What follows belongs to an exercise in optimizing a design on an open flow for small area and a short achievable clock period; a production flow would make more cautious choices. Where RTL was checked, it was by simulation tests only, not by an equivalence proof against the original.

// b16_core
module b16_core(clk, nreset, run, addr, rd, wr, data, dataout,
                dr, dw, daddr, din, bp, dout);
   input         clk, nreset, run;
   output [15:0] addr;
   output        rd;
   output [1:0]  wr;
   input  [15:0] data;
   output [15:0] dataout;
   input         dr, dw;
   input  [2:0]  daddr;
   input  [15:0] din, bp;
   output [15:0] dout;
   cpu b16(.clk(clk), .run(run), .nreset(nreset),
           .addr(addr), .rd(rd), .wr(wr), .data(data),
           .dataout(dataout),
           .dr(dr), .dw(dw), .daddr(daddr), .din(din), .dout(dout),
           .bp(bp));
endmodule
For scale: roughly 2000 cells after synthesis, ~590 flip-flops, ~0.027 mm2 of cells after synthesis.
export LEC_CHECK = 0
export CAP_MARGIN = 20
export CORE_MARGIN = 2
export CORE_UTILIZATION = 60
export PLACE_DENSITY = 0.72
export SLEW_MARGIN = 20
export SYNTH_HIERARCHICAL = 1
create_clock -name core_clock -period 14.0 [get_ports {clk}]
standard.sh (not shown) runs the stock make flow with config.mk's settings and CLKGATE_MAP_FILE= SYNTH_SCRIPT=/design/flow/synth_recipe.tcl, a recipe that flattens the netlist after the stock synthesis.
==> flow/flow/run.sh <==
#!/bin/bash
cp standard.sh standard_sh.txt
export SETUP_SLACK_MARGIN=7.3
export CTS_ARGS="-sink_clustering_enable -repair_clock_nets -dont_use_dummy_load -sink_clustering_size 20 -sink_clustering_max_diameter 100 -buf_list {sky130_fd_sc_hd__clkbuf_8 sky130_fd_sc_hd__clkbuf_16}"
export BUFFER_PORTS_ARGS="-buffer_cell sky130_fd_sc_hd__buf_1"
bash standard.sh > standard.log 2>&1
Edit:
==> flow/flow/run.sh (replaced) <==
#!/bin/bash
cp standard.sh standard_sh.txt
export SETUP_SLACK_MARGIN=7.3
export CTS_ARGS="-sink_clustering_enable -repair_clock_nets -dont_use_dummy_load -sink_clustering_size 30 -sink_clustering_max_diameter 120 -buf_list {sky130_fd_sc_hd__clkbuf_8 sky130_fd_sc_hd__clkbuf_16}"
export BUFFER_PORTS_ARGS="-buffer_cell sky130_fd_sc_hd__buf_1"
bash standard.sh > standard.log 2>&1
--- a/flow/config.mk
+++ b/flow/config.mk
@@ -8,6 +8,5 @@
 export CAP_MARGIN = 20
 export CORE_MARGIN = 2
-export CORE_UTILIZATION = 60
-export PLACE_DENSITY = 0.72
+export CORE_UTILIZATION = 40
 export SLEW_MARGIN = 20
 export SYNTH_HIERARCHICAL = 1
- synthesized area does not change
- clock-buffer cell count drops by 11
- die area climbs by 49%

---

b16_core, a different RTL version from the one above (not shown whole).
For scale: roughly 2700 cells after synthesis, roughly 590 flip-flops, roughly 110 I/O pins, about 31000 um2 of cells after synthesis.
## b16_core
module b16_core(clk, nreset, run, addr, rd, wr, data, dataout,
                dr, dw, daddr, din, bp, dout);
clock: 14.0 ns
lec_check: 0
cap_margin: 20
core_margin: 2
core_utilization: 40
setup_slack_margin: 5
slew_margin: 20
tns_end_percent: 100
run.sh (not shown) runs the stock make flow with config.mk's settings and CLKGATE_MAP_FILE= SYNTH_SCRIPT=/design/flow/synth_recipe.tcl, a recipe that flattens the netlist after the stock synthesis.
Stock flow here: none of the scripts above is used.
The first run completed without violations.
Change:
--- a/flow/config.mk
+++ b/flow/config.mk
@@ -11 +10,0 @@
-export SETUP_SLACK_MARGIN = 5
@@ -13 +11,0 @@
-export TNS_END_PERCENT = 100
Outcome:
- final cell count is about the same
- global-route usage stays flat
Change:
--- a/flow/config.mk
+++ b/flow/config.mk
@@ -7,0 +8 @@
+export ABC_AREA = 1
The changed run completed without violations.
Setup slack is better by 0.78 ns.
Global-route usage decreases by 3.3 points.
Flip-flop and latch count is unchanged.
Non-clock buffer count decreases by 18.
Sequential share of layout area increases by 0.23 points.
No functional check of the RTL was part of any run of this note.

---

b16_core, a different RTL version from the one above (not shown whole).
For scale: ~2300 cells after synthesis, roughly 110 I/O pins, roughly 30000 sq um of cells after synthesis.
==> flow/config.mk <==
export PLATFORM = sky130hd
export DESIGN_NAME = b16_core
export DESIGN_NICKNAME = b16_core
export VERILOG_FILES = /design/flow/design.v
export SDC_FILE = /design/flow/constraint.sdc
export NUM_CORES = 4
export LEC_CHECK = 0
export CAP_MARGIN = 20
export CORE_MARGIN = 2
export CORE_UTILIZATION = 40
export SLEW_MARGIN = 20
==> flow/constraint.sdc <==
create_clock -name core_clock -period 14.0 [get_ports {clk}]
set_input_delay 2.8000 -clock core_clock [delete_from_list [all_inputs] [get_ports {clk}]]
set_output_delay 2.8000 -clock core_clock [all_outputs]
set_load 0.01 [all_outputs]
standard.sh (not shown) runs the stock make flow with config.mk's settings and CLKGATE_MAP_FILE= SYNTH_SCRIPT=/design/flow/synth_recipe.tcl, a recipe that flattens the netlist after the stock synthesis.
==> flow/flow/run.sh <==
#!/bin/bash
cp standard.sh standard_sh.txt
export SETUP_SLACK_MARGIN=7.3
export CTS_ARGS="-sink_clustering_enable -repair_clock_nets -dont_use_dummy_load -sink_clustering_size 30 -buf_list {sky130_fd_sc_hd__clkbuf_4 sky130_fd_sc_hd__clkbuf_8}"
bash standard.sh > standard.log 2>&1
Next try:
==> flow/flow/run.sh (replaced) <==
#!/bin/bash
cp standard.sh standard_sh.txt
export SETUP_SLACK_MARGIN=7.2
bash standard.sh > standard.log 2>&1
The new run passed the timing, DRC and antenna checks.
Critical path depth is unchanged.
Global-route usage stays flat.
Area after synthesis does not change.
Maximum frequency barely changes.
Routed wire length came out higher by 0.89%.
Design area came out higher by 1.5%.
Core utilization came out higher by 0.71 points.
Hold slack hardly moves.
Synthesized cell count does not change.
Next try:
==> flow/flow/run.sh (replaced) <==
#!/bin/bash
cp standard.sh standard_sh.txt
export SETUP_SLACK_MARGIN=7.3
export CTS_ARGS="-sink_clustering_enable -repair_clock_nets -dont_use_dummy_load -sink_clustering_size 30 -buf_list {sky130_fd_sc_hd__clkbuf_4 sky130_fd_sc_hd__clkbuf_8}"
export BUFFER_PORTS_ARGS="-buffer_cell sky130_fd_sc_hd__buf_1"
bash standard.sh > standard.log 2>&1
=> The changed run ran to the end with no violations. Die area is unchanged. Worst setup slack is better by 0.031 ns. Clock-buffer cell count is higher by 19.
No functional check of the RTL was part of any run of this note.

---

## indigo
b16_core, a different RTL version from the one above (not shown whole).
Size in the first run: about 2300 cells after synthesis, ~590 flip-flops, roughly 110 I/O pins, ~0.026 mm2 of cells after synthesis.
Design b16_core, start of the top module:
module b16_core(clk, nreset, run, addr, rd, wr, data, dataout,
                dr, dw, daddr, din, bp, dout);
==> flow/config.mk <==
export PLATFORM = sky130hd
export DESIGN_NAME = b16_core
export DESIGN_NICKNAME = b16_core
export VERILOG_FILES = /design/flow/design.v
export SDC_FILE = /design/flow/constraint.sdc
export NUM_CORES = 4
export LEC_CHECK = 0
export CAP_MARGIN = 20
export CORE_MARGIN = 2
export CORE_UTILIZATION = 45
export SLEW_MARGIN = 20
export SYNTH_HIERARCHICAL = 1
==> flow/constraint.sdc <==
create_clock -name core_clock -period 14.0 [get_ports {clk}]
set_input_delay 2.8000 -clock core_clock [delete_from_list [all_inputs] [get_ports {clk}]]
set_output_delay 2.8000 -clock core_clock [all_outputs]
set_load 0.01 [all_outputs]
==> flow/flow/run.sh <==
#!/bin/bash
cp standard.sh standard_sh.txt
export SETUP_SLACK_MARGIN=7.3
export CTS_ARGS="-sink_clustering_enable -repair_clock_nets -dont_use_dummy_load -sink_clustering_size 20 -sink_clustering_max_diameter 100 -buf_list {sky130_fd_sc_hd__clkbuf_8 sky130_fd_sc_hd__clkbuf_16}"
export BUFFER_PORTS_ARGS="-buffer_cell sky130_fd_sc_hd__buf_1"
bash standard.sh > standard.log 2>&1
What amber does differently from indigo at the input level:
- CELL_PAD_IN_SITES_DETAIL_PLACEMENT: unset -> 1
==> flow/flow/run.sh <==
#!/bin/bash
cp standard.sh standard_sh.txt
export SETUP_SLACK_MARGIN=7.6
export CTS_ARGS="-sink_clustering_enable -repair_clock_nets -dont_use_dummy_load -sink_clustering_size 22 -sink_clustering_max_diameter 105 -buf_list {sky130_fd_sc_hd__clkbuf_8 sky130_fd_sc_hd__clkbuf_16}"
export BUFFER_PORTS_ARGS="-buffer_cell sky130_fd_sc_hd__buf_1"
bash standard.sh > standard.log 2>&1
Results
Relative to indigo, total wirelength of the detailed-routed design has increased by 3.6% in amber.
NOTE: met3 wirelength from detailed routing in amber falls short of that of indigo
Cell area: amber vs indigo, no meaningful difference
Taking indigo as the reference, in amber area used by multi-input combinational logic up 0.90%, post-route clock skew down 0.025 ns, final weighted congestion in routability-driven placement up about 0.9%, non-filler instance count after layout flat.
The run showing the smaller setup slack after layout is amber.
indigo reports its launch point of the critical path as daddr[0] while amber reports daddr[2].
diff inputs: amber => violet
==> flow/flow/run.sh <==
#!/bin/bash
cp standard.sh standard_sh.txt
export SETUP_SLACK_MARGIN=7.5
export CTS_ARGS="-sink_clustering_enable -repair_clock_nets -dont_use_dummy_load -sink_clustering_size 25 -sink_clustering_max_diameter 110 -buf_list {sky130_fd_sc_hd__clkbuf_8 sky130_fd_sc_hd__clkbuf_16}"
export BUFFER_PORTS_ARGS="-buffer_cell sky130_fd_sc_hd__buf_1"
bash standard.sh > standard.log 2>&1
==> run summary <==
[compare] base=amber new=violet: critical path depth went up, worst path buffer plus inverter count now sits higher, first-iteration DRC count decreased 0.43%.
Compared with amber, violet shows a lower utilization.

---

== rev 12 ==
b16_core, a different RTL version from the one above (not shown whole).
Size: ~2300 cells after synthesis, ~110 I/O pins.
Settings: LEC_CHECK=0, CAP_MARGIN=20, CORE_MARGIN=2, CORE_UTILIZATION=40, SLEW_MARGIN=20; clock period 14.0 ns.
run.sh (not shown) runs the stock make flow with config.mk's settings and CLKGATE_MAP_FILE= SYNTH_SCRIPT=/design/flow/synth_recipe.tcl, a recipe that flattens the netlist after the stock synthesis.
Stock flow here: none of the scripts above is used.
Inputs modified between rev 12 and rev 13:
==> flow/flow/run.sh (new file) <==
#!/bin/bash
cp standard.sh standard_sh.txt
export SETUP_SLACK_MARGIN=7.2
bash standard.sh > standard.log 2>&1
==> flow/standard.sh (new file) <==
#!/bin/bash
# synth_recipe.tcl (not shown) runs the flow's synth.tcl, then flattens the netlist and writes it again
# the make line also repeats each setting of config.mk as NAME=value (left out here)
make -C /OpenROAD-flow-scripts/flow DESIGN_CONFIG=/design/flow/config.mk WORK_HOME=/design/flow/orfs CLKGATE_MAP_FILE= SYNTH_SCRIPT=/design/flow/synth_recipe.tcl "${@:-finish}"
removed: flow/run.sh
Results
The run showing the greater total routed wire length on the met1 layer is rev 12.
In the metrics for rev 12 and rev 13, the one carrying the higher maximum fanout along the worst path is rev 12.
Lower worst setup margin was reported by rev 12, not rev 13.
No run of this note included a check of the RTL's function; only the layout flow was run.

## what the ideal ports hide
The results above use ideal ports. As a check the final layouts listed here were re-extracted and re-timed, cells and wires unchanged. Step 1: set_driving_cell puts a clkbuf_16 on clk and a buf_2 on each other input, an assumption about the parent block. Step 2 moves the port delays by t, midway between the first and last clock arrival at a register: inputs arrive t later, outputs are due t later. That takes back most of the time a late clock gives input paths. Slacks: no drivers / after step 1 / after step 2; pairs: no drivers / after step 1.
run | t, ns | slack for setup (ns) | worst hold slack (ns) | latest minus earliest clock arrival (ns) | cell pins on the clock port's net
the first run of note 1 | 0.637 | 6.799 / 6.743 / 6.743 | 0.587 / 0.587 / 0.587 | 0.063 / 0.062 | 1
the second run of note 1 | 0.654 | 6.804 / 6.762 / 6.762 | 0.563 / 0.563 / 0.563 | 0.049 / 0.050 | 1
the first run of note 2 | 0.695 | 5.168 / 5.145 / 5.145 | 0.599 / 0.599 / 0.599 | 0.053 / 0.053 | 1
the second run of note 2 | 0.695 | 4.569 / 4.547 / 4.547 | 0.595 / 0.595 / 0.595 | 0.048 / 0.048 | 1
the third run of note 2 | 0.681 | 5.351 / 5.311 / 5.311 | 0.492 / 0.492 / 0.492 | 0.070 / 0.070 | 1
the first run of note 3 | 0.728 | 6.869 / 6.809 / 6.809 | 0.598 / 0.598 / 0.598 | 0.072 / 0.072 | 1
the second run of note 3 | 0.701 | 6.872 / 6.789 / 6.789 | 0.596 / 0.596 / 0.596 | 0.042 / 0.043 | 1
the third run of note 3 | 0.719 | 6.903 / 6.855 / 6.855 | 0.597 / 0.597 / 0.597 | 0.090 / 0.090 | 1
indigo | 0.635 | 7.235 / 7.189 / 7.189 | 0.476 / 0.476 / 0.476 | 0.055 / 0.055 | 1
amber | 0.683 | 7.208 / 7.153 / 7.153 | 0.478 / 0.478 / 0.478 | 0.034 / 0.033 | 1
violet | 0.683 | 7.213 / 7.154 / 7.154 | 0.477 / 0.477 / 0.477 | 0.055 / 0.056 | 1
rev 12 | 0.696 | 5.003 / 4.937 / 5.148 | 0.530 / 0.530 / 0.530 | 0.044 / 0.044 | 1
rev 13 | 0.718 | 6.928 / 6.845 / 6.845 | 0.593 / 0.593 / 0.593 | 0.046 / 0.047 | 1
After both steps every run listed still meets setup and hold.
